What follows belongs to an exercise in optimizing a design on an open flow for small area; a production flow would make more cautious choices.
Function was checked by simulation only, so behaviour that the tests miss may differ from the original.
Power is estimated from default activity; no workload was simulated. No driver is modelled on the clock port, so clocking that relies on it looks cheaper here than on a real chip.

--- flow/design.v ---
module averager
    #(parameter int
        power = 8,  
        N = 12)     
    (
        input logic clk,
        reset,
        EN,
        input logic [N-1:0] Din,    
        output logic [N-1:0] Q      
    );
    logic [power+N-1:0] sum;
    assign Q = sum[power+N-1:power];
    logic [N-1:0] REG_ARRAY [2**power:1];
    logic [N-1:0] din_d;
    logic shift_d, hold_d, clear_d;
    logic [N-1:0] oldest;
    assign oldest = clear_d ? '0 :
                    shift_d ? REG_ARRAY[2**power-1] : REG_ARRAY[2**power];
    localparam int SW = power + N;
    localparam int B0 = SW / 3, B1 = SW / 3, B2 = SW - B0 - B1;
    logic [SW-1:0] opx, opy, cs_s, cs_c, ra, rb, sum_next;
    assign opx = SW'(Din);
    assign opy = {{power{1'b1}}, ~oldest};
    for (genvar i = 0; i < SW; i++) begin : g_csa
        assign {cs_c[i], cs_s[i]} = sum[i] + opx[i] + opy[i];
    end
    assign ra = cs_s;
    assign rb = {cs_c[SW-2:0], 1'b1};
    logic [B0:0] k0;
    logic [B1:0] k1a, k1b;
    logic [B2:0] k2a, k2b;
    logic [B1-1:0] q1a, q1b;
    logic [B2-1:0] q2a, q2b;
    logic c1;
    assign k0[0]  = 1'b0;
    assign k1a[0] = 1'b0;
    assign k1b[0] = 1'b1;
    assign k2a[0] = 1'b0;
    assign k2b[0] = 1'b1;
    for (genvar i = 0; i < B0; i++) begin : g_rc0
        assign {k0[i+1], sum_next[i]} = ra[i] + rb[i] + k0[i];
    end
    for (genvar i = 0; i < B1; i++) begin : g_rc1
        assign {k1a[i+1], q1a[i]} = ra[B0+i] + rb[B0+i] + k1a[i];
        assign {k1b[i+1], q1b[i]} = ra[B0+i] + rb[B0+i] + k1b[i];
    end
    for (genvar i = 0; i < B2; i++) begin : g_rc2
        assign {k2a[i+1], q2a[i]} = ra[B0+B1+i] + rb[B0+B1+i] + k2a[i];
        assign {k2b[i+1], q2b[i]} = ra[B0+B1+i] + rb[B0+B1+i] + k2b[i];
    end
    assign sum_next[B0 +: B1] = k0[B0] ? q1b : q1a;
    assign c1 = k0[B0] ? k1b[B1] : k1a[B1];
    assign sum_next[B0+B1 +: B2] = c1 ? q2b : q2a;
    always_ff @(posedge clk) begin
        if (reset)
            sum <= 0;
        else if (EN)
            sum <= sum_next;
    end
    always_ff @(posedge clk) begin
        din_d   <= Din;
        shift_d <= EN & ~reset;
        hold_d  <= ~(EN | reset);
        clear_d <= reset;
    end
    always_ff @(posedge clk) begin
        for (int j = 2**power; j > 1; j--) begin
            REG_ARRAY[j] <= ({N{shift_d}} & REG_ARRAY[j-1]) | ({N{hold_d}} & REG_ARRAY[j]);
        end
        REG_ARRAY[1] <= ({N{shift_d}} & din_d) | ({N{hold_d}} & REG_ARRAY[1]);
    end
endmodule
module adc_processing #(
    parameter int SCALING_FACTOR = 310866,
    parameter int SHIFT_FACTOR   = 19,
    parameter int NEGATIVE_FACTOR = 12
) (
    input  logic        clk,
    input  logic        reset,
    input  logic        ready,
    input  logic [15:0] data,
    output logic [15:0] ave_data,
    output logic [15:0] scaled_adc_data
);
    localparam int SCALING_FACTOR_WIDTH = $clog2(SCALING_FACTOR) + 1;
    localparam int INTERMEDIATE_WIDTH = 16 + SCALING_FACTOR_WIDTH;
    localparam logic [15:0] STAGE_RESET = 16'(-NEGATIVE_FACTOR);
    logic [15:0] stage1, stage2;
    averager #(
        .power(8),  
        .N(16)      
    ) AVERAGER (
        .reset(reset),
        .clk(clk),
        .EN(ready),
        .Din(data),
        .Q(ave_data)
    );
    logic [15:0] scaled;
    scale_mul SCALE (.a(ave_data), .y(scaled));
    always_ff @(posedge clk) begin
        if (reset) begin
            scaled_adc_data <= 0;
            stage1          <= STAGE_RESET;
            stage2          <= STAGE_RESET;
        end
        else if (ready) begin
            stage1          <= scaled;
            stage2          <= stage1;
            scaled_adc_data <= stage2;
        end
    end
endmodule
module scale_mul (
    input  logic [15:0] a,
    output logic [15:0] y
);
    logic [15:0] an;
    assign an = ~a;
    logic t1;
    logic t2;
    logic t3;
    logic t4;
    logic t5;
    logic t6;
    logic t7;
    logic t8;
    logic t9;
    logic t10;
    logic t11;
    logic t12;
    logic t13;
    logic t14;
    logic t15;
    logic t16;
    logic t17;
    logic t18;
    logic t19;
    logic t20;
    logic t21;
    logic t22;
    logic t23;
    logic t24;
    logic t25;
    logic t26;
    logic t27;
    logic t28;
    logic t29;
    logic t30;
    logic t31;
    logic t32;
    logic t33;
    logic t34;
    logic t35;
    logic t36;
    logic t37;
    logic t38;
    logic t39;
    logic t40;
    logic t41;
    logic t42;
    logic t43;
    logic t44;
    logic t45;
    logic t46;
    logic t47;
    logic t48;
    logic t49;
    logic t50;
    logic t51;
    logic t52;
    logic t53;
    logic t54;
    logic t55;
    logic t56;
    logic t57;
    logic t58;
    logic t59;
    logic t60;
    logic t61;
    logic t62;
    logic t63;
    logic t64;
    logic t65;
    logic t66;
    logic t67;
    logic t68;
    logic t69;
    logic t70;
    logic t71;
    logic t72;
    logic t73;
    logic t74;
    logic t75;
    logic t76;
    logic t77;
    logic t78;
    logic t79;
    logic t80;
    logic t81;
    logic t82;
    logic t83;
    logic t84;
    logic t85;
    logic t86;
    logic t87;
    logic t88;
    logic t89;
    logic t90;
    logic t91;
    logic t92;
    logic t93;
    logic t94;
    logic t95;
    logic t96;
    logic t97;
    logic t98;
    logic t99;
    logic t100;
    logic t101;
    logic t102;
    logic t103;
    logic t104;
    logic t105;
    logic t106;
    logic t107;
    logic t108;
    logic t109;
    logic t110;
    logic t111;
    logic t112;
    logic t113;
    logic t114;
    logic t115;
    logic t116;
    logic t117;
    logic t118;
    logic t119;
    logic t120;
    logic t121;
    logic t122;
    logic t123;
    logic t124;
    logic t125;
    logic t126;
    logic t127;
    logic t128;
    logic t129;
    logic t130;
    logic t131;
    logic t132;
    logic t133;
    logic t134;
    logic t135;
    logic t136;
    logic t137;
    logic t138;
    logic t139;
    logic t140;
    logic t141;
    logic t142;
    logic t143;
    logic t144;
    logic t145;
    logic t146;
    assign {t2, t1} = a[8] + a[5];
    assign {t4, t3} = a[9] + a[6];
    assign {t6, t5} = a[10] + a[7];
    assign {t8, t7} = a[11] + a[8];
    assign {t10, t9} = a[12] + a[9];
    assign {t12, t11} = a[13] + a[10] + a[8];
    assign {t14, t13} = an[5] + an[0];
    assign {t16, t15} = a[14] + a[11] + a[9];
    assign {t18, t17} = an[6] + an[1];
    assign {t20, t19} = a[15] + a[12] + a[10];
    assign {t22, t21} = an[7] + an[2] + a[0];
    assign {t24, t23} = a[13] + a[11] + an[8];
    assign {t26, t25} = an[3] + a[1];
    assign {t28, t27} = a[14] + a[12] + an[9];
    assign {t30, t29} = an[4] + a[2] + a[0];
    assign {t32, t31} = a[15] + a[13] + an[10];
    assign {t34, t33} = an[5] + a[3] + a[1];
    assign {t36, t35} = a[14] + an[11] + an[6];
    assign {t38, t37} = a[4] + a[2];
    assign {t40, t39} = a[15] + an[12] + an[7];
    assign {t42, t41} = a[5] + a[3] + 1'b1;
    assign {t44, t43} = an[13] + an[8] + a[6];
    assign {t46, t45} = an[14] + an[9] + a[7];
    assign {t48, t47} = an[15] + an[10] + a[8];
    assign {t50, t49} = a[3] + an[0];
    assign {t52, t51} = a[4] + an[1] + t3;
    assign {t54, t53} = a[5] + an[2] + t5;
    assign {t56, t55} = a[6] + an[3] + t7;
    assign {t58, t57} = a[7] + an[4] + t9;
    assign {t60, t59} = 1'b1 + t11 + t13;
    assign {t62, t61} = t15 + t17 + t12;
    assign {t64, t63} = t19 + t21 + t16;
    assign {t66, t65} = t23 + t25 + t20;
    assign {t68, t67} = t27 + t29 + t24;
    assign {t70, t69} = t31 + t33 + t28;
    assign {t72, t71} = t35 + t37 + t32;
    assign {t74, t73} = t39 + t41 + t36;
    assign {t76, t75} = a[4] + t43 + t40;
    assign {t78, t77} = a[5] + 1'b1 + t45;
    assign {t80, t79} = a[6] + 1'b1 + t47;
    assign {t82, t81} = an[11] + a[9] + a[7];
    assign {t84, t83} = an[12] + a[10] + a[8];
    assign {t86, t85} = an[13] + a[11] + a[9];
    assign {t88, t87} = an[14] + a[12] + a[10];
    assign {t90, t89} = an[15] + a[13] + a[11];
    assign {t92, t91} = a[5] + a[2];
    assign {t94, t93} = a[6] + a[3] + a[1];
    assign {t96, t95} = a[7] + a[4] + a[2];
    assign {t98, t97} = 1'b1 + t1 + t49;
    assign {t100, t99} = t2 + t51 + t50;
    assign {t102, t101} = t4 + t53 + t52;
    assign {t104, t103} = t6 + t55 + t54;
    assign {t106, t105} = t8 + t57 + t56;
    assign {t108, t107} = t10 + t59 + t58;
    assign {t110, t109} = t14 + t61 + t60;
    assign {t112, t111} = t18 + t63 + t62;
    assign {t114, t113} = t22 + t65 + t64;
    assign {t116, t115} = t26 + t67 + t66;
    assign {t118, t117} = t30 + t69 + t68;
    assign {t120, t119} = t34 + t71 + t70;
    assign {t122, t121} = t38 + t73 + t72;
    assign {t124, t123} = t42 + t75 + t74;
    assign {t126, t125} = t44 + t77 + t76;
    assign {t128, t127} = t46 + t79 + t78;
    assign {t130, t129} = t48 + t81 + t80;
    assign {t132, t131} = 1'b1 + t83 + t82;
    assign {t134, t133} = 1'b1 + t85 + t84;
    assign {t136, t135} = 1'b1 + t87 + t86;
    assign {t138, t137} = 1'b1 + t89 + t88;
    assign {t140, t139} = a[14] + a[12] + t90;
    assign {t142, t141} = a[15] + a[13] + 1'b1;
    assign {t144, t143} = a[14] + 1'b1;
    assign {t146, t145} = a[15] + 1'b1;
    logic [35:0] ra, rb, p;
    assign ra = {1'b1, 1'b1, t145, t143, t141, t139, t137, t135, t133, t131, t129, t127, t125, t123, t121, t119, t117, t115, t113, t111, t109, t107, t105, t103, t101, t99, t97, t95, t93, a[0], a[4], a[3], a[2], a[1], a[0], 1'b0};
    assign rb = {1'b0, t146, t144, t142, t140, t138, t136, t134, t132, t130, t128, t126, t124, t122, t120, t118, t116, t114, t112, t110, t108, t106, t104, t102, t100, t98, t96, t94, t92, t91, a[1], a[0], 1'b0, 1'b0, 1'b0, 1'b0};
    assign p = ra + rb;
    assign y = p[34:19];
endmodule
--- flow/flow/run.sh ---
#!/bin/bash
# Standard layout (the standard.sh), except that:
#  - clock tree synthesis inserts no dummy loads and clusters up to 35
#    flip-flops within 60 um per leaf clkbuf_16;
#  - the port buffers are buf_1 cells.
set -euo pipefail
export CTS_ARGS="-sink_clustering_enable -repair_clock_nets -dont_use_dummy_load -buf_list sky130_fd_sc_hd__clkbuf_16 -sink_clustering_size 35 -sink_clustering_max_diameter 60"
export BUFFER_PORTS_ARGS="-buffer_cell sky130_fd_sc_hd__buf_1"
bash standard.sh > standard.log 2>&1
--- flow/standard.sh ---
#!/bin/bash
# synth_recipe.tcl (not shown) runs the flow's synth.tcl, then flattens the netlist and writes it again
# the make line also repeats each setting of config.mk as NAME=value (left out here)
make -C /OpenROAD-flow-scripts/flow DESIGN_CONFIG=/design/flow/config.mk WORK_HOME=/design/flow/orfs CLKGATE_MAP_FILE= SYNTH_SCRIPT=/design/flow/synth_recipe.tcl "${@:-finish}"
--- flow/config.mk ---
export PLATFORM = sky130hd
export DESIGN_NAME = adc_processing
export DESIGN_NICKNAME = adc_processing
export VERILOG_FILES = /design/flow/design.v
export SDC_FILE = /design/flow/constraint.sdc
export NUM_CORES = 4
export LEC_CHECK = 0
export CAP_MARGIN = 20
export CORE_MARGIN = 2
export CORE_UTILIZATION = 70
export PLACE_DENSITY = 0.8
export SLEW_MARGIN = 20
--- flow/constraint.sdc ---
create_clock -name core_clock -period 10.0 [get_ports {clk}]
set_input_delay 2.0000 -clock core_clock [delete_from_list [all_inputs] [get_ports {clk}]]
set_output_delay 2.0000 -clock core_clock [all_outputs]
set_load 0.01 [all_outputs]
==> results by group, run 1 <==
Outcome
  • Status: timing/DRC/antenna clean

Detailed routing
  • Vias per inst: 6.21
  • Iteration-0 DRC Markers: ~4900
  • Drt pass-1 iters: 5
  • DRC: 0
  • Routed Antenna Nets: 0
  • Drt wl/cell: between 15 and 20 µm
  • Vias: roughly 72000
  • Total wire length: roughly 200000 µm

Floorplan
  • IO Pins: a little over 50
  • Initial core utilization: between 70 and 80%
  • Die width: 433 µm
  • Core area: ~0.18 mm²
  • Die Y: 433 µm
  • Full die area: between 0.15 and 0.2 mm²
  • FP Rows: around 160

Layout
  • Final core occ: roughly three quarters
  • Area delta synth->final: 3.73%
  • Layout Cell Area excl Fill: approximately 0.13 mm²
  • Fin nets: 9368
  • Share of layout cells above drive strength 1: 2.81%

Place
  • Worst slack, placed: 2.43 ns
  • HPWL after DPL: 110000 µm
  • DP Area: 0.129 mm²
  • IO Port Bufs: 50
  • Placer Congestion: 0.787

Synthesis
  • Area leader, netlist: dfxtp_1
  • Commonest cells post-synth: 4187 x dfxtp_1, 4096 x a22o_1, 861 x clkbuf_1
  • Post-synth EDFFs: 0
  • Mapped Nets: about 10000
  • Seq/Total Area, Yosys: about two thirds
  • Most area-consuming cells after synthesis: dfxtp_1 65%, a22o_1 28%, clkbuf_1 2.5%, fa_1 1.5%, ha_1 0.53%
  • Yosys top cell area share: approximately 65%
  • Syn Area/Cell: 13.1 µm²
  • Distinct cells, synth: between 50 and 60
  • Seq cells post-synth: 4187
  • Synth Instances: roughly 9900
  • Mapped Area: between 0.1 and 0.15 mm²
  • Async SR Flop Fraction: 0%
  • Cell with the most instances after synthesis: dfxtp_1
  • Top_reg_cell synth: dfxtp_1
  • Synth Warn #: 3

Power and ir drop
  • Lkg Pwr: around 0.052 µW
  • PwrDens: ~220 mW/mm²
  • Total Power: between 20000 and 30000 µW
  • Peak VDD IR: about 340 µV

Run
  • Max cap viols: 0

Critical path
  • Slowest CP cell: mux2i_2
  • Most frequent CP cell: fa_1
  • Crit path buf inv count: 3
  • Worst EP arrival: about 7.4 ns
  • CP Data Required Time: 10.75 ns
  • Worst setup SP type: input port
  • Crit-path max FO: 9
  • CP top delay family: adder cells
  • Cell breakdown of the critical path: buf_1 > inv_1 > fa_1 > ha_1 > inv_1 > fa_1 > fa_1 > fa_1 > fa_1 > fa_1 > fa_1 > fa_1 > mux2i_2 > mux2i_1 > xnor2_1 > a211oi_1
  • Crit path largest cell delay: roughly 0.62 ns
  • Critical path capture point type: register
  • Type of the worst setup path: in -> reg

STA
  • Max-slew violations: 0
  • Unrepaired setup endpoints after global routing: false
  • Hold Vio Cnt, Final: 0
  • Period utilization: 66.7%
  • Final Critical Period: around 6.7 ns
  • Slew headroom: 19.6%
  • Worst setup margin: 3.33 ns
  • Final setup viols: 0
  • Clock Skew: approximately 0.099 ns
  • Worst-Margin Slew: roughly 1.2 ns
  • Setup_tns: 0 ns
  • Max Freq: around 150 MHz

CTS
  • Clk Latency, worst-skew pair: between 0.8 and 0.9 ns
  • Clock transition at path regs: between 0.1 and 0.15 ns
  • CTS root buffer: clkbuf_16
  • Clk sinks: around 4200
  • CTS Hold Bufs: 0
  • Setup Buffers After CTS: 0
  • Total CTS buffers: around 180
  • CTS tree: done
  • Resized cells post-CTS: 0
  • Clk buf depth: 3
  • H-tree depth: 4

Global route
  • Largest net degree at the start of global routing: ~280
  • Met2 Usage GRT: between 30% and 40%
  • First-pass GRT wire length: 343000 µm
  • Total grt overflow: 0
  • Initial antenna violation count: 2
  • GR Layer Usage met1: between 30% and 40%
  • Global-route layer with the greatest usage: met2
  • Total track usage: 20.8%
  • Met3 usage: between 2 and 3%
  • Number of global-route vias before repair: roughly 70000

Min path
  • Hold/Removal Path Class: reg -> reg
[cell type report]
type	count	area, µm²
flip-flops and latches	4187	83800
fillers	12200	49300
inverters	142	533
well taps	2464	3080
multi-input cells	4579	40800
diodes	3	7.51
repair buffers	108	918
clock buffers	177	4430
[worst register-to-register path, delay by kind of cell (launching register included)]
kind                     cells  cell delay [ns]
flip-flops                   1             0.71
buffers and inverters        2             0.14
multiplexers                 3             1.08
AND/OR/NAND/NOR              1             0.30
adder cells (fa/ha/maj)      9             3.81
AO/OA/AOI/OAI                1             0.22
XOR/XNOR                     1             0.08
[per-stage QoR]
step	instances	hold WS, ns
after floorplan	9860	0.416
after global placement	11500	0.425
after detailed placement	11500	0.430
after CTS	11700	0.411
after global routing	11700	0.432
final	11700	0.409
[state kept, by name, summed over array words and instances, names as in the netlist]
signal	count
AVERAGER.clear_d	1
AVERAGER.din_d	16
stage1	16
stage2	16
AVERAGER.shift_d	1
AVERAGER.REG_ARRAY	4096
scaled_adc_data	16
AVERAGER.sum	24
AVERAGER.hold_d	1
[kinds of logic after synthesis]
logic type               count (synthesis)  share of synthesized area [%]
adder cells (fa/ha/maj)                154                           2.07
AND/OR/NAND/NOR                        139                          0.488
buffers and inverters                 1094                           3.25
XOR/XNOR                                14                         0.0952
flip-flops                            4187                           65.1
AO/OA/AOI/OAI                         4205                           28.5
multiplexers                            67                          0.525
[path summary, 6_finish.rpt]
path                                            endpoint  slack, ns  cells after the start              start
worst max-delay path                    AVERAGER.sum[23]       3.33                     16            data[8]
worst min register to register  AVERAGER.REG_ARRAY[1][1]       0.41                      1  AVERAGER.din_d[1]
worst max register to register          AVERAGER.sum[23]       3.59                     17   AVERAGER.shift_d
worst min-delay path            AVERAGER.REG_ARRAY[1][1]       0.41                      1  AVERAGER.din_d[1]
[report_power, final]
part,internal (µW),switching [µW]
clock network,3170,4660
logic,1710,2750
registers,16800,133
total,21600,7530
[cells in the final DEF (no fill, tap or decap), types with 4 or more instances in the layout]
master / instances
nor3_1: 5
o21a_1: 5
nand2_1: 18
nand3_1: 7
nor2_1: 76
ha_1: 55
or2_2: 6
buf_4: 32
inv_1: 141
a211o_1: 15
a21oi_1: 25
a211oi_1: 9
dfxtp_1: 4185
o21ai_0: 19
mux2i_1: 65
buf_6: 4
a21o_1: 10
fa_1: 99
buf_1: 48
buf_12: 22
clkbuf_16: 177
xnor2_1: 10
a22o_1: 4096
nor2b_1: 14
xor2_1: 4
[metal layers]
metal	up-vias	share of wire, %
met5	-	0
met4	0	1.6
met3	214	2.2
met2	488	46
met1	35700	50
li1	35900	-
==> run 2, diff against run 1 <==
==> flow/flow/run.sh (replaced) <==
#!/bin/bash
# Standard layout (the standard.sh), except that:
#  - clock tree synthesis inserts no dummy loads and clusters up to 35
#    flip-flops within 80 um per leaf clkbuf_16;
#  - the port buffers are buf_1 cells.
set -euo pipefail
export CTS_ARGS="-sink_clustering_enable -repair_clock_nets -dont_use_dummy_load -buf_list sky130_fd_sc_hd__clkbuf_16 -sink_clustering_size 35 -sink_clustering_max_diameter 80"
export BUFFER_PORTS_ARGS="-buffer_cell sky130_fd_sc_hd__buf_1"
bash standard.sh > standard.log 2>&1
--- a/flow/config.mk
+++ b/flow/config.mk
@@ -8,5 +8,5 @@
 export CAP_MARGIN = 20
 export CORE_MARGIN = 2
-export CORE_UTILIZATION = 70
-export PLACE_DENSITY = 0.8
+export CORE_UTILIZATION = 60
+export PLACE_DENSITY = 0.7
 export SLEW_MARGIN = 20
==> results by group, run 2 <==
Global route
  • Largest net degree at the start of global routing: 284 (was 277)
  • Initial antenna violation count: 2 (unchanged)
  • Total grt overflow: 0 (unchanged)
  • First-pass GRT wire length: 333000 µm (was 343000 µm)
  • Number of global-route vias before repair: 70500 (was 70000)
  • Total track usage: 17.2% (was 20.8%)

Synthesis
  • Seq cells post-synth: 4187 (unchanged)
  • Area leader, netlist: dfxtp_1 (unchanged)
  • Synth Instances: 9860 (unchanged)
  • Yosys top cell area share: 65.1% (unchanged)
  • Syn Area/Cell: 13.1 µm² (unchanged)
  • Most area-consuming cells after synthesis: dfxtp_1 65%, a22o_1 28%, clkbuf_1 2.5%, fa_1 1.5%, ha_1 0.53% (unchanged)
  • Post-synth EDFFs: 0 (unchanged)
  • Async SR Flop Fraction: 0% (unchanged)
  • Seq/Total Area, Yosys: 65.1% (unchanged)
  • Distinct cells, synth: 56 (unchanged)
  • Cell with the most instances after synthesis: dfxtp_1 (unchanged)
  • Mapped Nets: 10000 (unchanged)
  • Synth Warn #: 3 (unchanged)
  • Top_reg_cell synth: dfxtp_1 (unchanged)
  • Mapped Area: 0.129 mm² (unchanged)
  • Commonest cells post-synth: 4187 x dfxtp_1, 4096 x a22o_1, 861 x clkbuf_1 (unchanged)

Critical path
  • Worst setup SP type: input port (unchanged)
  • Type of the worst setup path: in -> reg (unchanged)
  • R2R Path Start: AVERAGER.shift_d (unchanged)
  • Crit path buf inv count: 3 (unchanged)
  • Crit-path max FO: 9 (unchanged)
  • Crit path largest cell delay: 0.59 ns (was 0.62 ns)
  • Reg2Reg Depth: 17 (unchanged)
  • CP top delay family: adder cells (unchanged)
  • Worst EP arrival: 7.35 ns (was 7.42 ns)
  • RR Endpoint: AVERAGER.sum[23] (unchanged)
  • Cell breakdown of the critical path: buf_1 > inv_1 > fa_1 > ha_1 > inv_1 > fa_1 > fa_1 > fa_1 > fa_1 > fa_1 > fa_1 > fa_1 > mux2i_2 > mux2i_1 > xnor2_1 > a211oi_1 (unchanged)
  • Slowest CP cell: mux2i_2 (unchanged)
  • Critical path capture point type: register (unchanged)
  • CP Data Required Time: 10.68 ns (was 10.75 ns)
  • Most frequent CP cell: fa_1 (unchanged)
  • Setup slack, reg-to-reg: 3.47 ns (was 3.59 ns)
  • Worst setup path start: data[8] (unchanged)

Layout
  • Commonest cells after routing, fill and taps aside: 4185 x dfxtp_1, 4096 x a22o_1, 146 x clkbuf_16 (was 4185 x dfxtp_1, 4096 x a22o_1, 177 x clkbuf_16)
  • Largest registers: AVERAGER.REG_ARRAY (4096), AVERAGER.sum (24) (unchanged)
  • Area delta synth->final: 3.50% (was 3.73%)
  • Biggest register: AVERAGER.REG_ARRAY (unchanged)
  • Most common cell after layout, fill and taps aside: dfxtp_1 (unchanged)
  • Largest register FFs: 4096 (unchanged)
  • Layout Cell Area excl Fill: 0.133 mm² (was 0.134 mm²)
  • Fin nets: 9336 (was 9368)
  • Share of layout cells above drive strength 1: 2.47% (was 2.81%)

Power and ir drop
  • Peak VDD IR: 341 µV (was 337 µV)
  • Comb pwr share: 15.7% (was 15.3%)
  • Total Power: 28600 µW (was 29200 µW)
  • Clock power share: 25.2% (was 26.8%)
  • Part of the power in registers: 59.1% (was 57.9%)
  • Int Pwr: 21100 µW (was 21600 µW)
  • Sw Ratio: 26.2% (was 25.8%)
  • PwrDens: 215 mW/mm² (was 218 mW/mm²)
  • Lkg Pwr: 0.0514 µW (was 0.0518 µW)
  • Switch Pwr: 7490 µW (was 7530 µW)

Detailed routing
  • Drt pass-1 iters: 5 (unchanged)
  • Routed Antenna Nets: 0 (unchanged)
  • Vias: 72000 (was 72400)
  • Total wire length: 194000 µm (was 200000 µm)
  • Iteration-0 DRC Markers: 5222 (was 4907)
  • Vias per inst: 6.00 (was 6.21)
  • Drt wl/cell: 16.2 µm (was 17.2 µm)
  • DRC: 0 (unchanged)

STA
  • Final setup viols: 0 (unchanged)
  • Clock Skew: 0.0767 ns (was 0.0987 ns)
  • Unrepaired setup endpoints after global routing: false (unchanged)
  • Period utilization: 66.6% (was 66.7%)
  • Hold Vio Cnt, Final: 0 (unchanged)
  • WHS: 0.407 ns (was 0.409 ns)
  • Final Critical Period: 6.66 ns (was 6.67 ns)
  • Worst-Margin Slew: 1.23 ns (was 1.21 ns)
  • Slew headroom: 18.3% (was 19.6%)
  • Max-slew violations: 0 (unchanged)
  • Max Freq: 150 MHz (about the same)
  • Setup_tns: 0 ns (unchanged)

CTS
  • CTS root buffer: clkbuf_16 (unchanged)
  • Setup Buffers After CTS: 0 (unchanged)
  • Clock transition at path regs: 0.10 ns (was 0.12 ns)
  • Resized cells post-CTS: 0 (unchanged)
  • H-tree depth: 4 (unchanged)
  • CTS tree: done (unchanged)
  • Clk Latency, worst-skew pair: 0.83 ns (was 0.87 ns)
  • CTS Hold Bufs: 0 (unchanged)
  • Total CTS buffers: 146 (was 177)
  • Clk sinks: 4187 (unchanged)
  • Clk buf depth: 3 (unchanged)

Floorplan
  • Core area: 0.214 mm² (was 0.183 mm²)
  • FP Rows: 170 (was 157)
  • IO Pins: 51 (unchanged)
  • Full die area: 0.218 mm² (was 0.187 mm²)
  • Initial core utilization: 60.2% (was 70.4%)
  • Die width: 467 µm (was 433 µm)
  • Die Y: 467 µm (was 433 µm)

Min path
  • Hold Startpoint: AVERAGER.din_d[6] (was AVERAGER.din_d[1])
  • Hold endpoint: AVERAGER.REG_ARRAY[1][6] (was AVERAGER.REG_ARRAY[1][1])
  • Hold/Removal Path Class: reg -> reg (unchanged)
  • WHS Path Cells: 1 (unchanged)

Place
  • Placer Congestion: 0.774 (was 0.787)
  • IO Port Bufs: 50 (unchanged)
  • HPWL after DPL: 104000 µm (was 110000 µm)
  • DP Area: 0.130 mm² (was 0.129 mm²)

Outcome
  • Status: timing/DRC/antenna clean (unchanged)

Run
  • Max cap viols: 0 (unchanged)
## run 2: area by class of cell
type,instances,area [µm²]
fillers,16400,80700
well taps,2838,3550
flip-flops and latches,4187,83800
repair buffers,107,943
diodes,2,5.00
multi-input cells,4579,40800
clock buffers,146,3650
inverters,142,533
## run 2: worst max-delay path by stage
stage	endpoint	slack, ns	depth (start not counted)
3_5_place_dp	AVERAGER.sum[23]	2.49	16
4_1_cts	AVERAGER.sum[23]	3.36	16
2_1_floorplan	AVERAGER.sum[23]	3.00	15
5_1_grt	AVERAGER.sum[23]	3.07	16
6_report	AVERAGER.sum[23]	3.34	16
3_3_place_gp	AVERAGER.sum[23]	2.57	16
## run 2: power by group through the flow
stage	clock (µW)	sequential, µW	combinational (µW)
2_1_floorplan	0	17200	3480
4_1_cts	7510	16900	4490
3_5_place_dp	0	17300	4450
3_3_place_gp	0	17300	4400
6_report	7210	16900	4490
5_1_grt	8030	16900	5090
## run 2: logic make-up after synthesis
family | Yosys count | synth area share (%)
fa+ha+maj | 154 | 2.07
compound gates | 4205 | 28.5
xor+xnor | 14 | 0.0952
simple gates | 139 | 0.488
mux | 67 | 0.525
buf+inv | 1094 | 3.25
flops | 4187 | 65.1
## run 2: metrics by stage
| stage | setup slack (ns) | util (%) | instances |
|---|---|---|---|
| 2_1_floorplan | 3.00 | - | 9860 |
| 3_3_place_gp | 2.57 | 60.5 | 11900 |
| 3_5_place_dp | 2.49 | 60.5 | 11900 |
| 4_1_cts | 3.36 | 62.2 | 12000 |
| 5_1_grt | 3.07 | 62.3 | 12000 |
| 6_report | 3.34 | 62.3 | 12000 |
## run 2: per-layer routing
layer	routed length [µm]	part of all wire (%)	up-vias	GRT usage [%]
met4	3690	1.9	0	4.13
met5	0	0	-	0
li1	-	-	35900	-
met3	4360	2.2	200	2.26
met1	100000	52	35500	24.0
met2	85500	44	412	28.4
==> run 3, diff against run 2 <==
--- a/flow/config.mk
+++ b/flow/config.mk
@@ -8,5 +8,5 @@
 export CAP_MARGIN = 20
 export CORE_MARGIN = 2
-export CORE_UTILIZATION = 60
-export PLACE_DENSITY = 0.7
+export CORE_UTILIZATION = 70
+export PLACE_DENSITY = 0.8
 export SLEW_MARGIN = 20
==> results by group, run 3 <==
Power and ir drop
  • Lkg Pwr: 0.0513 µW (was 0.0514 µW)
  • Int Pwr: 21100 µW (about the same)
  • Part of the power in registers: 59.4% (was 59.1%)
  • Peak VDD IR: 338 µV (was 341 µV)
  • Switch Pwr: 7400 µW (was 7490 µW)
  • PwrDens: 214 mW/mm² (was 215 mW/mm²)
  • Comb pwr share: 15.7% (about the same)
  • Clock power share: 25.0% (was 25.2%)
  • Total Power: 28500 µW (was 28600 µW)
  • Sw Ratio: 26.0% (was 26.2%)

Synthesis
  • Cell with the most instances after synthesis: dfxtp_1 (unchanged)
  • Commonest cells post-synth: 4187 x dfxtp_1, 4096 x a22o_1, 861 x clkbuf_1 (unchanged)
  • Seq cells post-synth: 4187 (unchanged)
  • Post-synth EDFFs: 0 (unchanged)
  • Synth Area in XOR/XNOR: 0.0952% (unchanged)
  • Mux share of post-synthesis cell area: 0.525% (unchanged)
  • Post-synthesis adder-cell area fraction: 2.07% (unchanged)
  • Mapped Nets: 10000 (unchanged)
  • Yosys top cell area share: 65.1% (unchanged)
  • Mapped Area: 0.129 mm² (unchanged)
  • Compound-Gate Fraction of Synth Area: 28.5% (unchanged)
  • Most area-consuming cells after synthesis: dfxtp_1 65%, a22o_1 28%, clkbuf_1 2.5%, fa_1 1.5%, ha_1 0.53% (unchanged)
  • Async SR Flop Fraction: 0% (unchanged)
  • Post-Synth Simple-Gate Area: 0.488% (unchanged)
  • Synth Warn #: 3 (unchanged)
  • Distinct cells, synth: 56 (unchanged)
  • Area leader, netlist: dfxtp_1 (unchanged)
  • Largest family of logic cells by synthesized area: compound AO/OA/AOI/OAI gates (unchanged)
  • Top_reg_cell synth: dfxtp_1 (unchanged)
  • Syn Area/Cell: 13.1 µm² (unchanged)
  • Synth Instances: 9860 (unchanged)
  • Seq/Total Area, Yosys: 65.1% (unchanged)

Layout
  • Largest register FFs: 4096 (unchanged)
  • Fin nets: 9333 (was 9336)
  • Share of layout cells above drive strength 1: 2.44% (was 2.47%)
  • Most common cell after layout, fill and taps aside: dfxtp_1 (unchanged)
  • Fillers: 12300 (was 16400)
  • Largest registers: AVERAGER.REG_ARRAY (4096), AVERAGER.sum (24) (unchanged)
  • Commonest cells after routing, fill and taps aside: 4185 x dfxtp_1, 4096 x a22o_1, 142 x clkbuf_16 (was 4185 x dfxtp_1, 4096 x a22o_1, 146 x clkbuf_16)
  • Biggest register: AVERAGER.REG_ARRAY (unchanged)
  • Layout Cell Area excl Fill: 0.133 mm² (about the same)
  • Post-Layout Cell Count: 11600 (was 12000)
  • Area delta synth->final: 3.04% (was 3.50%)
  • Final core occ: 72.5% (was 62.3%)

Critical path
  • Worst EP arrival: 7.41 ns (was 7.35 ns)
  • Worst path depth: 16 (unchanged)
  • Critical path capture point type: register (unchanged)
  • Crit-path max FO: 9 (unchanged)
  • Type of the worst setup path: in -> reg (unchanged)
  • Worst setup SP type: input port (unchanged)
  • Reg2Reg Depth: 17 (unchanged)
  • Most frequent CP cell: fa_1 (unchanged)
  • Cell breakdown of the critical path: buf_1 > inv_1 > fa_1 > ha_1 > inv_1 > fa_1 > fa_1 > fa_1 > fa_1 > fa_1 > fa_1 > fa_1 > mux2i_2 > mux2i_1 > xnor2_1 > a211oi_1 (unchanged)
  • Crit path largest cell delay: 0.61 ns (was 0.59 ns)
  • CP top delay family: adder cells (unchanged)
  • CP Data Required Time: 10.67 ns (was 10.68 ns)
  • Crit path buf inv count: 3 (unchanged)
  • Slowest CP cell: mux2i_2 (unchanged)

STA
  • Final setup viols: 0 (unchanged)
  • Period utilization: 67.4% (was 66.6%)
  • Hold Vio Cnt, Final: 0 (unchanged)
  • Max Freq: 148 MHz (was 150 MHz)
  • Max-slew violations: 0 (unchanged)
  • Slew headroom: 14.8% (was 18.3%)
  • Clock Skew: 0.0911 ns (was 0.0767 ns)
  • Unrepaired setup endpoints after global routing: false (unchanged)
  • Setup_tns: 0 ns (unchanged)
  • Final Critical Period: 6.74 ns (was 6.66 ns)
  • Worst-Margin Slew: 1.28 ns (was 1.23 ns)

Detailed routing
  • Vias: 72200 (was 72000)
  • Iteration-0 DRC Markers: 4931 (was 5222)
  • Vias per inst: 6.21 (was 6.00)
  • Total wire length: 198000 µm (was 194000 µm)
  • Drt pass-1 iters: 5 (unchanged)
  • Drt wl/cell: 17.1 µm (was 16.2 µm)
  • DRC: 0 (unchanged)
  • Routed Antenna Nets: 0 (unchanged)

Place
  • IO Port Bufs: 50 (unchanged)
  • Placed Cells: 11500 (was 11900)
  • HPWL after DPL: 110000 µm (was 104000 µm)
  • DP Area: 0.129 mm² (was 0.130 mm²)
  • Placer Congestion: 0.787 (was 0.774)

Global route
  • Initial antenna violation count: 0 (was 2)
  • First-pass GRT wire length: 339000 µm (was 333000 µm)
  • Number of global-route vias before repair: 69300 (was 70500)
  • Total grt overflow: 0 (unchanged)
  • Largest net degree at the start of global routing: 277 (was 284)
  • Total track usage: 20.6% (was 17.2%)

Outcome
  • Status: timing/DRC/antenna clean (unchanged)

CTS
  • Clk sinks: 4187 (unchanged)
  • Clock transition at path regs: 0.12 ns (was 0.10 ns)
  • Total CTS buffers: 142 (was 146)
  • Resized cells post-CTS: 0 (unchanged)
  • H-tree depth: 4 (unchanged)
  • CTS tree: done (unchanged)
  • Clk Latency, worst-skew pair: 0.82 ns (was 0.83 ns)
  • CTS Hold Bufs: 0 (unchanged)
  • Clk buf depth: 3 (unchanged)
  • CTS root buffer: clkbuf_16 (unchanged)
  • Setup Buffers After CTS: 0 (unchanged)

Floorplan
  • Die width: 433 µm (was 467 µm)
  • FP Rows: 157 (was 170)
  • Core area: 0.183 mm² (was 0.214 mm²)
  • Initial core utilization: 70.4% (was 60.2%)
  • IO Pins: 51 (unchanged)
  • Full die area: 0.187 mm² (was 0.218 mm²)
  • Die Y: 433 µm (was 467 µm)

Run
  • Max cap viols: 0 (unchanged)

Min path
  • WHS Path Cells: 1 (unchanged)
  • Hold/Removal Path Class: reg -> reg (unchanged)
## run 3: per-stage QoR
| step | setup slack, ns | hold WS [ns] |
|---|---|---|
| floorplan | 3.00 | 0.416 |
| global placement | 2.52 | 0.425 |
| detailed placement | 2.43 | 0.430 |
| CTS | 3.27 | 0.413 |
| global route | 2.99 | 0.435 |
| finish | 3.26 | 0.411 |
## run 3: metal layers
metal	share of wire (%)	vias up	global-route usage [%]	wire, µm
li1	-	35800	-	-
met1	50	35700	30.4	99500
met2	46	464	33.0	92000
met3	2.0	189	2.42	4020
met4	1.5	0	4.02	2960
met5	0	-	0	0
## run 3: area by class of cell
class / count / area, µm² / area share [%]
sequential: 4187 / 83800 / 63.2
multi-input combinational: 4579 / 40800 / 30.7
clock buffer: 142 / 3550 / 2.68
timing repair buffer: 108 / 918 / 0.692
tap: 2464 / 3080 / 2.32
antenna: 2 / 5.00 / 0.00377
inverter: 142 / 533 / 0.402
## run 3: logic make-up (layout without fill, tap and decap cells)
kind of cell             count (synthesis)  after routing
other                                    0              2
buffers and inverters                 1094            392
adder cells (fa/ha/maj)                154            154
AO/OA/AOI/OAI                         4205           4205
XOR/XNOR                                14             14
multiplexers                            67             67
flip-flops                            4187           4187
AND/OR/NAND/NOR                        139            139
## run 3: power by group through the flow
stage	Sequential (µW)	Clock, µW	Combinational, µW
after detailed placement	17300	0	4430
after global routing	16900	7890	5060
final	16900	7110	4460
after floorplan	17200	0	3480
after global placement	17300	0	4360
after CTS	16900	7330	4470
## run 3: final timing paths
check / end / from / slack, ns
max: AVERAGER.sum[23] / data[8] / 3.26
min: AVERAGER.REG_ARRAY[12][15] / AVERAGER.REG_ARRAY[11][15] / 0.41
max reg2reg: AVERAGER.sum[23] / AVERAGER.shift_d / 3.56
min reg2reg: AVERAGER.REG_ARRAY[12][15] / AVERAGER.REG_ARRAY[11][15] / 0.41
==> run 4, diff against run 3 <==
--- a/flow/config.mk
+++ b/flow/config.mk
@@ -6,7 +6,7 @@
 export NUM_CORES = 4
 export LEC_CHECK = 0
-export CAP_MARGIN = 20
+export CAP_MARGIN = 5
 export CORE_MARGIN = 2
 export CORE_UTILIZATION = 70
 export PLACE_DENSITY = 0.8
-export SLEW_MARGIN = 20
+export SLEW_MARGIN = 5
==> results by group, run 4 <==
Synthesis
  • Top_reg_cell synth: dfxtp_1 (unchanged)
  • Synth Warn #: 3 (unchanged)
  • Async SR Flop Fraction: 0% (unchanged)
  • Commonest cells post-synth: 4187 x dfxtp_1, 4096 x a22o_1, 861 x clkbuf_1 (unchanged)
  • Seq cells post-synth: 4187 (unchanged)
  • Synth Instances: 9860 (unchanged)
  • Area leader, netlist: dfxtp_1 (unchanged)
  • Mapped Area: 0.129 mm² (unchanged)
  • Most area-consuming cells after synthesis: dfxtp_1 65%, a22o_1 28%, clkbuf_1 2.5%, fa_1 1.5%, ha_1 0.53% (unchanged)
  • Post-synth EDFFs: 0 (unchanged)
  • Yosys top cell area share: 65.1% (unchanged)
  • Seq/Total Area, Yosys: 65.1% (unchanged)
  • Cell with the most instances after synthesis: dfxtp_1 (unchanged)
  • Mapped Nets: 10000 (unchanged)
  • Distinct cells, synth: 56 (unchanged)
  • Syn Area/Cell: 13.1 µm² (unchanged)

Global route
  • Initial antenna violation count: 0 (unchanged)
  • Total grt overflow: 0 (unchanged)
  • Number of global-route vias before repair: 69300 (unchanged)
  • First-pass GRT wire length: 339000 µm (unchanged)
  • Largest net degree at the start of global routing: 277 (unchanged)
  • Total track usage: 20.6% (unchanged)

Layout
  • Most common cell after layout, fill and taps aside: dfxtp_1 (unchanged)
  • Share of layout cells above drive strength 1: 2.42% (was 2.44%)
  • Commonest cells after routing, fill and taps aside: 4185 x dfxtp_1, 4096 x a22o_1, 142 x clkbuf_16 (unchanged)
  • Biggest register: AVERAGER.REG_ARRAY (unchanged)
  • Area delta synth->final: 3.01% (was 3.04%)
  • Largest register FFs: 4096 (unchanged)
  • N_diodes: 0 (was 2)
  • Fin nets: 9332 (was 9333)
  • Final core occ: 72.5% (about the same)
  • Post-Layout Cell Count: 11600 (about the same)
  • Fillers: 12300 (about the same)
  • Largest registers: AVERAGER.REG_ARRAY (4096), AVERAGER.sum (24) (unchanged)

Place
  • HPWL after DPL: 110000 µm (unchanged)
  • Placed Cells: 11500 (unchanged)
  • IO Port Bufs: 50 (unchanged)
  • Placer Congestion: 0.787 (unchanged)

Floorplan
  • Full die area: 0.187 mm² (unchanged)
  • Core area: 0.183 mm² (unchanged)
  • Initial core utilization: 70.4% (unchanged)
  • IO Pins: 51 (unchanged)
  • Die width: 433 µm (unchanged)
  • FP Rows: 157 (unchanged)
  • Die Y: 433 µm (unchanged)

CTS
  • Total CTS buffers: 142 (unchanged)
  • CTS Hold Bufs: 0 (unchanged)
  • Clk Latency, worst-skew pair: 0.82 ns (about the same)
  • Clock transition at path regs: 0.12 ns (about the same)
  • Setup Buffers After CTS: 0 (unchanged)
  • CTS tree: done (unchanged)
  • H-tree depth: 4 (unchanged)
  • Resized cells post-CTS: 0 (unchanged)
  • Clk buf depth: 3 (unchanged)
  • Clk sinks: 4187 (unchanged)
  • CTS root buffer: clkbuf_16 (unchanged)

Detailed routing
  • Vias per inst: 6.21 (about the same)
  • Vias: 72100 (was 72200)
  • Total wire length: 198000 µm (about the same)
  • DRC: 0 (unchanged)
  • WL met2: 91700 µm (was 92000 µm)
  • Wire length on met3: 4150 µm (was 4020 µm)
  • Iteration-0 DRC Markers: 5000 (was 4931)
  • Routed Antenna Nets: 0 (unchanged)
  • Met1 Routed Length: 99400 µm (was 99500 µm)
  • Top Layer Used: met4 (unchanged)
  • Drt wl/cell: 17.1 µm (about the same)
  • Drt pass-1 iters: 5 (unchanged)

STA
  • Max Freq: 148 MHz (about the same)
  • Slew headroom: 17.3% (was 14.8%)
  • Final setup viols: 0 (unchanged)
  • Period utilization: 67.4% (about the same)
  • Unrepaired setup endpoints after global routing: false (unchanged)
  • Worst-Margin Slew: 1.24 ns (was 1.28 ns)
  • Max-slew violations: 0 (unchanged)
  • Setup_tns: 0 ns (unchanged)
  • Hold Vio Cnt, Final: 0 (unchanged)
  • Final Critical Period: 6.74 ns (about the same)
  • Clock Skew: 0.0908 ns (was 0.0911 ns)

Outcome
  • Status: timing/DRC/antenna clean (unchanged)

Power and ir drop
  • PwrDens: 214 mW/mm² (about the same)
  • Switch Pwr: 7390 µW (was 7400 µW)
  • Clock power share: 25.0% (about the same)
  • Total Power: 28500 µW (about the same)
  • Peak VDD IR: 336 µV (was 338 µV)
  • Sw Ratio: 26.0% (about the same)
  • Part of the power in registers: 59.4% (about the same)
  • Lkg Pwr: 0.0513 µW (about the same)
  • Int Pwr: 21100 µW (about the same)
  • Comb pwr share: 15.7% (about the same)

Critical path
  • Worst EP arrival: 7.40 ns (was 7.41 ns)
  • CP Data Required Time: 10.67 ns (about the same)
  • Worst setup SP type: input port (unchanged)
  • Crit-path max FO: 9 (unchanged)
  • Type of the worst setup path: in -> reg (unchanged)
  • Critical path capture point type: register (unchanged)

Min path
  • Hold/Removal Path Class: reg -> reg (unchanged)

Run
  • Max cap viols: 0 (unchanged)
-- run 4: cell counts after synthesis --
Identical to the previous run, type by type.
-- run 4: final cells by class --
class / instances / area [µm²] / share of cell area, %
tap: 2464 / 3080 / 2.32
sequential: 4187 / 83800 / 63.2
multi-input combinational: 4579 / 40800 / 30.7
inverter: 142 / 533 / 0.402
timing repair buffer: 107 / 883 / 0.666
clock buffer: 142 / 3550 / 2.68
-- run 4: per-layer routing --
metal  up-vias  global-route usage, %
met3       186                   2.42
met5         -                      0
li1      35800                      -
met4         0                   4.02
met2       469                   33.0
met1     35600                   30.4
-- run 4: metrics by stage --
step                hold WS, ns  area [µm²]  setup slack [ns]
detailed placement        0.430      129000              2.43
global placement          0.425      129000              2.52
floorplan                 0.416      129000              3.00
global route              0.435      133000              2.99
finish                    0.413      133000              3.26
CTS                       0.413      133000              3.27
-- run 4: logic make-up (layout without fill, tap and decap cells) --
group	after synthesis	after routing	synth area share, %
AO/OA/AOI/OAI	4205	4205	28.5
XOR/XNOR	14	14	0.0952
adder cells (fa/ha/maj)	154	154	2.07
buffers and inverters	1094	391	3.25
flip-flops	4187	4187	65.1
multiplexers	67	67	0.525
AND/OR/NAND/NOR	139	139	0.488
-- run 4: path summary, 6_finish.rpt --
kind                            depth (start not counted)                        end  slack [ns]                 startpoint
worst max-delay path                                   16           AVERAGER.sum[23]        3.26                    data[8]
worst min-delay path                                    1  AVERAGER.REG_ARRAY[8][15]        0.41  AVERAGER.REG_ARRAY[7][15]
worst max register to register                         17           AVERAGER.sum[23]        3.56           AVERAGER.shift_d
worst min register to register                          1  AVERAGER.REG_ARRAY[8][15]        0.41  AVERAGER.REG_ARRAY[7][15]
-- run 4: power by group through the flow --
stage          sequential, µW  clock, µW  combinational [µW]
5_1_grt                 16900       7890                5060
4_1_cts                 16900       7330                4470
2_1_floorplan           17200          0                3480
3_5_place_dp            17300          0                4430
6_report                16900       7100                4450
3_3_place_gp            17300          0                4360
-- run 4: critical path, stage by stage --
cell	delay, ns
buf_1	0.10
inv_1	0.07
fa_1	0.56
ha_1	0.16
inv_1	0.06
fa_1	0.45
fa_1	0.46
fa_1	0.47
fa_1	0.47
fa_1	0.47
fa_1	0.48
fa_1	0.45
mux2i_2	0.61
mux2i_1	0.29
xnor2_1	0.08
a211oi_1	0.22
==> run 5, diff against run 4 <==
==> flow/flow/run.sh (replaced) <==
#!/bin/bash
# Standard layout (the standard.sh), except that:
#  - clock tree synthesis inserts no dummy loads and clusters up to 30
#    flip-flops within 80 um per leaf buf_12;
#  - the port buffers are buf_1 cells.
set -euo pipefail
export CTS_ARGS="-sink_clustering_enable -repair_clock_nets -dont_use_dummy_load -buf_list sky130_fd_sc_hd__buf_12 -sink_clustering_size 30 -sink_clustering_max_diameter 80"
export BUFFER_PORTS_ARGS="-buffer_cell sky130_fd_sc_hd__buf_1"
bash standard.sh > standard.log 2>&1
==> results by group, run 5 <==
Synthesis
  • Yosys top cell area share: 65.1% (unchanged)
  • Mapped Area: 0.129 mm² (unchanged)
  • Synth Warn #: 3 (unchanged)
  • Top_reg_cell synth: dfxtp_1 (unchanged)
  • Post-synth EDFFs: 0 (unchanged)
  • Syn Area/Cell: 13.1 µm² (unchanged)
  • Commonest cells post-synth: 4187 x dfxtp_1, 4096 x a22o_1, 861 x clkbuf_1 (unchanged)
  • Area leader, netlist: dfxtp_1 (unchanged)
  • Async SR Flop Fraction: 0% (unchanged)
  • Distinct cells, synth: 56 (unchanged)
  • Synth Instances: 9860 (unchanged)
  • Seq cells post-synth: 4187 (unchanged)
  • Seq/Total Area, Yosys: 65.1% (unchanged)
  • Mapped Nets: 10000 (unchanged)
  • Cell with the most instances after synthesis: dfxtp_1 (unchanged)
  • Most area-consuming cells after synthesis: dfxtp_1 65%, a22o_1 28%, clkbuf_1 2.5%, fa_1 1.5%, ha_1 0.53% (unchanged)

STA
  • Clock Skew: 0.0675 ns (was 0.0908 ns)
  • Final Critical Period: 6.71 ns (was 6.74 ns)
  • Max-slew violations: 0 (unchanged)
  • Worst-Margin Slew: 1.23 ns (was 1.24 ns)
  • Max Freq: 149 MHz (was 148 MHz)
  • Final setup viols: 0 (unchanged)
  • Hold Vio Cnt, Final: 0 (unchanged)
  • Unrepaired setup endpoints after global routing: false (unchanged)
  • Period utilization: 67.1% (was 67.4%)
  • Slew headroom: 17.9% (was 17.3%)
  • Setup_tns: 0 ns (unchanged)

Detailed routing
  • Top Layer Used: met4 (unchanged)
  • DRC: 0 (unchanged)
  • Iteration-0 DRC Markers: 5030 (was 5000)
  • WL met2: 91900 µm (was 91700 µm)
  • Met1 Routed Length: 99500 µm (was 99400 µm)
  • Vias: 72300 (was 72100)
  • Drt pass-1 iters: 5 (unchanged)
  • Drt wl/cell: 17.1 µm (about the same)
  • Vias per inst: 6.21 (about the same)
  • Total wire length: 199000 µm (was 198000 µm)
  • Wire length on met3: 4010 µm (was 4150 µm)
  • Routed Antenna Nets: 0 (unchanged)

Global route
  • Initial antenna violation count: 0 (unchanged)
  • First-pass GRT wire length: 341000 µm (was 339000 µm)
  • Largest net degree at the start of global routing: 277 (unchanged)
  • Total track usage: 20.7% (was 20.6%)
  • Total grt overflow: 0 (unchanged)
  • Number of global-route vias before repair: 69600 (was 69300)

Floorplan
  • Die Y: 433 µm (unchanged)
  • FP Rows: 157 (unchanged)
  • Core area: 0.183 mm² (unchanged)
  • Die width: 433 µm (unchanged)
  • Full die area: 0.187 mm² (unchanged)
  • IO Pins: 51 (unchanged)
  • Initial core utilization: 70.4% (unchanged)

Layout
  • Final core occ: 72.3% (was 72.5%)
  • Share of layout cells above drive strength 1: 2.61% (was 2.42%)
  • Most common cell after layout, fill and taps aside: dfxtp_1 (unchanged)
  • Area delta synth->final: 2.72% (was 3.01%)
  • Biggest register: AVERAGER.REG_ARRAY (unchanged)
  • Largest register FFs: 4096 (unchanged)
  • Fin nets: 9349 (was 9332)
  • N_diodes: 0 (unchanged)
  • Largest registers: AVERAGER.REG_ARRAY (4096), AVERAGER.sum (24) (unchanged)
  • Commonest cells after routing, fill and taps aside: 4185 x dfxtp_1, 4096 x a22o_1, 180 x buf_12 (was 4185 x dfxtp_1, 4096 x a22o_1, 142 x clkbuf_16)

Power and ir drop
  • Lkg Pwr: 0.0511 µW (was 0.0513 µW)
  • PwrDens: 215 mW/mm² (was 214 mW/mm²)
  • Peak VDD IR: 333 µV (was 336 µV)

Critical path
  • Crit-path max FO: 9 (unchanged)
  • CP Data Required Time: 10.69 ns (was 10.67 ns)
  • Critical path capture point type: register (unchanged)
  • Worst setup SP type: input port (unchanged)
  • Worst EP arrival: 7.40 ns (about the same)
  • Type of the worst setup path: in -> reg (unchanged)

CTS
  • Total CTS buffers: 159 (was 142)
  • H-tree depth: 4 (unchanged)
  • Clk sinks: 4187 (unchanged)
  • CTS tree: done (unchanged)
  • Clk Latency, worst-skew pair: 0.79 ns (was 0.82 ns)
  • CTS root buffer: buf_12 (was clkbuf_16)
  • Clk buf depth: 3 (unchanged)
  • CTS Hold Bufs: 0 (unchanged)
  • Setup Buffers After CTS: 0 (unchanged)
  • Clock transition at path regs: 0.11 ns (was 0.12 ns)
  • Resized cells post-CTS: 0 (unchanged)

Run
  • Max cap viols: 0 (unchanged)

Place
  • IO Port Bufs: 50 (unchanged)
  • HPWL after DPL: 110000 µm (unchanged)
  • Placer Congestion: 0.787 (unchanged)

Min path
  • Hold/Removal Path Class: reg -> reg (unchanged)

Outcome
  • Status: timing/DRC/antenna clean (unchanged)
run 5: cell types whose count changed in the layout (fill, tap and decap cells not counted), sizes merged:
| cell | before | now |
|---|---|---|
| clkbuf | 144 | 2 |
| buf | 105 | 264 |
run 5: critical path, stage by stage:
cell and delay [ns]:
buf_1 0.10, inv_1 0.07, fa_1 0.56, ha_1 0.16, inv_1 0.06, fa_1 0.45, fa_1 0.46, fa_1 0.47
fa_1 0.47, fa_1 0.47, fa_1 0.48, fa_1 0.45, mux2i_2 0.61, mux2i_1 0.29, xnor2_1 0.08, a211oi_1 0.22
run 5: power breakdown:
part           leakage [µW]  switching [µW]  internal (µW)  total (µW)
combinational        0.0158            2730           1710        4440
clock               0.00149            4670           2490        7160
sequential           0.0337             133          16700       16900
total                0.0511            7540          20900       28500
run 5: final timing paths:
| check | slack, ns | endpoint | from | cells after the start |
|---|---|---|---|---|
| setup reg to reg | 3.60 | AVERAGER.sum[23] | AVERAGER.shift_d | 17 |
| setup / recovery | 3.29 | AVERAGER.sum[23] | data[8] | 16 |
| hold / removal | 0.43 | AVERAGER.REG_ARRAY[2][12] | AVERAGER.REG_ARRAY[1][12] | 1 |
| hold reg to reg | 0.43 | AVERAGER.REG_ARRAY[2][12] | AVERAGER.REG_ARRAY[1][12] | 1 |
run 5: logic make-up (layout without fill, tap and decap cells):
group	after synthesis	after routing	share of synthesized area [%]
flops	4187	4187	65.1
fa+ha+maj	154	154	2.07
buf+inv	1094	408	3.25
compound gates	4205	4205	28.5
simple gates	139	139	0.488
xor+xnor	14	14	0.0952
mux	67	67	0.525
run 5: per-stage QoR:
| stage | cell area (µm²) | hold slack [ns] | instances | setup WS, ns | total power (µW) |
|---|---|---|---|---|---|
| 2_1_floorplan | 129000 | 0.416 | 9860 | 3.00 | 20700 |
| 3_3_place_gp | 129000 | 0.425 | 11500 | 2.52 | 21600 |
| 3_5_place_dp | 129000 | 0.430 | 11500 | 2.43 | 21700 |
| 4_1_cts | 132000 | 0.440 | 11600 | 3.30 | 28700 |
| 5_1_grt | 132000 | 0.455 | 11600 | 3.02 | 29900 |
| 6_report | 132000 | 0.435 | 11600 | 3.29 | 28500 |
run 5: area by class of cell:
cell class / count / area [µm²]
multi-input cells: 4579 / 40800
well taps: 2464 / 3080
fillers: 12300 / 50600
flip-flops and latches: 4187 / 83800
inverters: 142 / 533
repair buffers: 107 / 883
clock buffers: 159 / 3180
run 5: layer usage:
layer	track usage (%)	vias to the layer above
li1	-	35900
met1	30.4	35700
met2	33.1	477
met3	2.43	214
met4	4.37	0
met5	0	-
==> run 6, diff against run 5 <==
==> flow/flow/run.sh (replaced) <==
#!/bin/bash
# Standard layout (the standard.sh), except that:
#  - clock tree synthesis inserts no dummy loads and clusters up to 33
#    flip-flops within 80 um per leaf buf_12;
#  - the port buffers are buf_1 cells.
set -euo pipefail
export CTS_ARGS="-sink_clustering_enable -repair_clock_nets -dont_use_dummy_load -buf_list sky130_fd_sc_hd__buf_12 -sink_clustering_size 33 -sink_clustering_max_diameter 80"
export BUFFER_PORTS_ARGS="-buffer_cell sky130_fd_sc_hd__buf_1"
bash standard.sh > standard.log 2>&1
==> results by group, run 6 <==
STA
  • Clock Skew: 0.0744 ns (was 0.0675 ns)
  • Slew headroom: 19.4% (was 17.9%)
  • Hold Vio Cnt, Final: 0 (unchanged)
  • Period utilization: 67.5% (was 67.1%)
  • Worst-Margin Slew: 1.21 ns (was 1.23 ns)
  • Max-slew violations: 0 (unchanged)
  • Final Critical Period: 6.75 ns (was 6.71 ns)
  • Setup_tns: 0 ns (unchanged)
  • Unrepaired setup endpoints after global routing: false (unchanged)
  • Final setup viols: 0 (unchanged)
  • Max Freq: 148 MHz (was 149 MHz)

Layout
  • Post-Layout Cell Count: 11600 (about the same)
  • Fin nets: 9339 (was 9349)
  • Most common cell after layout, fill and taps aside: dfxtp_1 (unchanged)
  • Biggest register: AVERAGER.REG_ARRAY (unchanged)
  • Multi-input logic area: 0.0408 mm² (unchanged)
  • Layout Cell Area excl Fill: 0.132 mm² (about the same)
  • Commonest cells after routing, fill and taps aside: 4185 x dfxtp_1, 4096 x a22o_1, 170 x buf_12 (was 4185 x dfxtp_1, 4096 x a22o_1, 180 x buf_12)
  • N_diodes: 0 (unchanged)
  • Area delta synth->final: 2.57% (was 2.72%)
  • Largest registers: AVERAGER.REG_ARRAY (4096), AVERAGER.sum (24) (unchanged)
  • Share of layout cells above drive strength 1: 2.50% (was 2.61%)
  • Fillers: 12400 (was 12300)
  • Largest register FFs: 4096 (unchanged)
  • Seq. cell area: 0.0838 mm² (unchanged)

CTS
  • Total CTS buffers: 149 (was 159)
  • CTS Hold Bufs: 0 (unchanged)
  • Resized cells post-CTS: 0 (unchanged)
  • CTS tree: done (unchanged)
  • Clk sinks: 4187 (unchanged)
  • Clock transition at path regs: 0.12 ns (was 0.11 ns)
  • CTS root buffer: buf_12 (unchanged)
  • H-tree depth: 4 (unchanged)
  • Clk Latency, worst-skew pair: 0.77 ns (was 0.79 ns)
  • Setup Buffers After CTS: 0 (unchanged)
  • Clk buf depth: 3 (unchanged)

Min path
  • Hold Startpoint: AVERAGER.REG_ARRAY[7][15] (was AVERAGER.REG_ARRAY[1][12])
  • Hold/Removal Path Class: reg -> reg (unchanged)

Detailed routing
  • Drt pass-1 iters: 7 (was 5)
  • DRC: 0 (unchanged)
  • Drt wl/cell: 17.1 µm (about the same)
  • Vias per inst: 6.21 (about the same)
  • Iteration-0 DRC Markers: 4819 (was 5030)
  • Total wire length: 199000 µm (about the same)
  • Vias: 72200 (was 72300)
  • Routed Antenna Nets: 0 (unchanged)

Power and ir drop
  • Int Pwr: 20800 µW (was 20900 µW)
  • Part of the power in registers: 59.6% (was 59.3%)
  • Comb pwr share: 15.7% (was 15.6%)
  • Lkg Pwr: 0.0510 µW (was 0.0511 µW)
  • PwrDens: 214 mW/mm² (was 215 mW/mm²)
  • Peak VDD IR: 333 µV (about the same)
  • Sw Ratio: 26.5% (about the same)
  • Clock power share: 24.6% (was 25.1%)
  • Switch Pwr: 7510 µW (was 7540 µW)

Floorplan
  • IO Pins: 51 (unchanged)
  • Die Y: 433 µm (unchanged)
  • Die width: 433 µm (unchanged)
  • Initial core utilization: 70.4% (unchanged)
  • FP Rows: 157 (unchanged)
  • Core area: 0.183 mm² (unchanged)
  • Full die area: 0.187 mm² (unchanged)

Place
  • Placed Cells: 11500 (unchanged)
  • DP Area: 0.129 mm² (unchanged)
  • HPWL after DPL: 110000 µm (unchanged)
  • IO Port Bufs: 50 (unchanged)
  • Placer Congestion: 0.787 (unchanged)

Critical path
  • Worst EP arrival: 7.41 ns (was 7.40 ns)
  • Worst setup SP type: input port (unchanged)
  • Type of the worst setup path: in -> reg (unchanged)
  • Critical path capture point type: register (unchanged)
  • CP Data Required Time: 10.66 ns (was 10.69 ns)
  • Worst setup path start: data[8] (unchanged)
  • R2R Path Start: AVERAGER.shift_d (unchanged)
  • Crit-path max FO: 9 (unchanged)

Global route
  • Total track usage: 20.6% (was 20.7%)
  • Total grt overflow: 0 (unchanged)
  • Number of global-route vias before repair: 69400 (was 69600)
  • First-pass GRT wire length: 339000 µm (was 341000 µm)
  • Initial antenna violation count: 0 (unchanged)
  • Largest net degree at the start of global routing: 277 (unchanged)

Synthesis
  • Seq/Total Area, Yosys: 65.1% (unchanged)
  • Post-synth EDFFs: 0 (unchanged)
  • Synth Warn #: 3 (unchanged)
  • Mapped Nets: 10000 (unchanged)
  • Syn Area/Cell: 13.1 µm² (unchanged)
  • Area leader, netlist: dfxtp_1 (unchanged)
  • Mapped Area: 0.129 mm² (unchanged)
  • Cell with the most instances after synthesis: dfxtp_1 (unchanged)
  • Synth Instances: 9860 (unchanged)
  • Yosys top cell area share: 65.1% (unchanged)
  • Most area-consuming cells after synthesis: dfxtp_1 65%, a22o_1 28%, clkbuf_1 2.5%, fa_1 1.5%, ha_1 0.53% (unchanged)
  • Async SR Flop Fraction: 0% (unchanged)
  • Seq cells post-synth: 4187 (unchanged)
  • Commonest cells post-synth: 4187 x dfxtp_1, 4096 x a22o_1, 861 x clkbuf_1 (unchanged)
  • Top_reg_cell synth: dfxtp_1 (unchanged)
  • Distinct cells, synth: 56 (unchanged)

Outcome
  • Status: timing/DRC/antenna clean (unchanged)

Run
  • Max cap viols: 0 (unchanged)
[run 6: cell counts after synthesis]
No cell type changed its count.
[run 6: kinds of logic (layout without fill, tap and decap cells)]
group                      count (synthesis)  after routing  share of synthesized area, %
AOI/OAI and AO/OA                       4205           4205                          28.5
DFF                                     4187           4187                          65.1
adders and majority gates                154            154                          2.07
muxes                                     67             67                         0.525
and+or+nand+nor                          139            139                         0.488
xor gates and xnor gates                  14             14                        0.0952
buffers and inverters                   1094            398                          3.25
[run 6: metrics by stage]
step	utilization, %	hold slack, ns	power [µW]	worst slack, ns
CTS	72.2	0.429	28500	3.27
floorplan	-	0.416	20700	3.00
global placement	70.6	0.425	21600	2.52
global route	72.2	0.450	29700	3.00
detailed placement	70.6	0.430	21700	2.43
finish	72.2	0.428	28300	3.25
[run 6: layout make-up]
class	instances	share of cell area, %
multi-input cells	4579	30.9
inverters	142	0.404
clock buffers	149	2.26
flip-flops and latches	4187	63.5
well taps	2464	2.33
repair buffers	107	0.669
[run 6: worst paths after layout]
path | depth (start not counted) | endpoint | slack, ns
worst max-delay path | 16 | AVERAGER.sum[23] | 3.25
worst max register to register | 17 | AVERAGER.sum[23] | 3.57
worst min-delay path | 1 | AVERAGER.REG_ARRAY[8][15] | 0.43
worst min register to register | 1 | AVERAGER.REG_ARRAY[8][15] | 0.43
[run 6: routing by layer]
metal | wire length [µm] | track usage (%)
met1 | 100000 | 30.3
met2 | 91500 | 33.1
met3 | 3960 | 2.45
met4 | 2870 | 3.96
met5 | 0 | 0
[run 6: power by group through the flow]
stage          sequential (µW)  clock, µW  combinational (µW)
2_1_floorplan            17200          0                3480
3_3_place_gp             17300          0                4360
3_5_place_dp             17300          0                4430
4_1_cts                  16900       7180                4470
5_1_grt                  16900       7750                5060
6_report                 16900       6970                4460
[run 6: worst max-delay path, cell delays in order]
cell and delay (ns):
buf_1 0.10, inv_1 0.07, fa_1 0.56, ha_1 0.16
inv_1 0.06, fa_1 0.45, fa_1 0.46, fa_1 0.47
fa_1 0.47, fa_1 0.48, fa_1 0.48, fa_1 0.45
mux2i_2 0.61, mux2i_1 0.29, xnor2_1 0.08, a211oi_1 0.22

separate check: timing with driven ports:
How much do the figures lean on ideal ports? The routed layouts below were timed once more, with nothing changed but the port constraints.
Step 1 (the two cells are an assumption about what drives the block):
set clk [get_ports {clk}]
set_driving_cell -lib_cell sky130_fd_sc_hd__clkbuf_16 $clk
set_driving_cell -lib_cell sky130_fd_sc_hd__buf_2 [delete_from_list [all_inputs] $clk]
Step 2 moves the port delays by t, midway between the first and last clock arrival at a register: inputs arrive t later, outputs are due t later. That takes back most of the time a late clock gives input paths.
Three values: no drivers, after step 1, after step 2; two values: the first two.
| run | t (ns) | setup slack, ns | hold slack, ns | latest minus earliest clock arrival (ns) |
|---|---|---|---|---|
| run 1 | 0.903 | 3.330 / 3.389 / 2.485 | 0.409 / 0.409 / 0.409 | 0.099 / 0.099 |
| run 2 | 0.877 | 3.336 / 3.395 / 2.518 | 0.407 / 0.407 / 0.407 | 0.093 / 0.093 |
| run 3 | 0.871 | 3.263 / 3.329 / 2.459 | 0.411 / 0.411 / 0.411 | 0.095 / 0.095 |
| run 4 | 0.857 | 3.263 / 3.316 / 2.459 | 0.413 / 0.413 / 0.413 | 0.095 / 0.095 |
| run 5 | 0.849 | 3.288 / 3.347 / 2.498 | 0.435 / 0.435 / 0.435 | 0.076 / 0.076 |
| run 6 | 0.828 | 3.251 / 3.309 / 2.481 | 0.428 / 0.428 / 0.428 | 0.097 / 0.098 |
After both steps setup and hold are still met in every run listed. The setup slack of run 1, which loses most, moves by +0.059 ns with the drivers and by -0.845 ns with both steps.
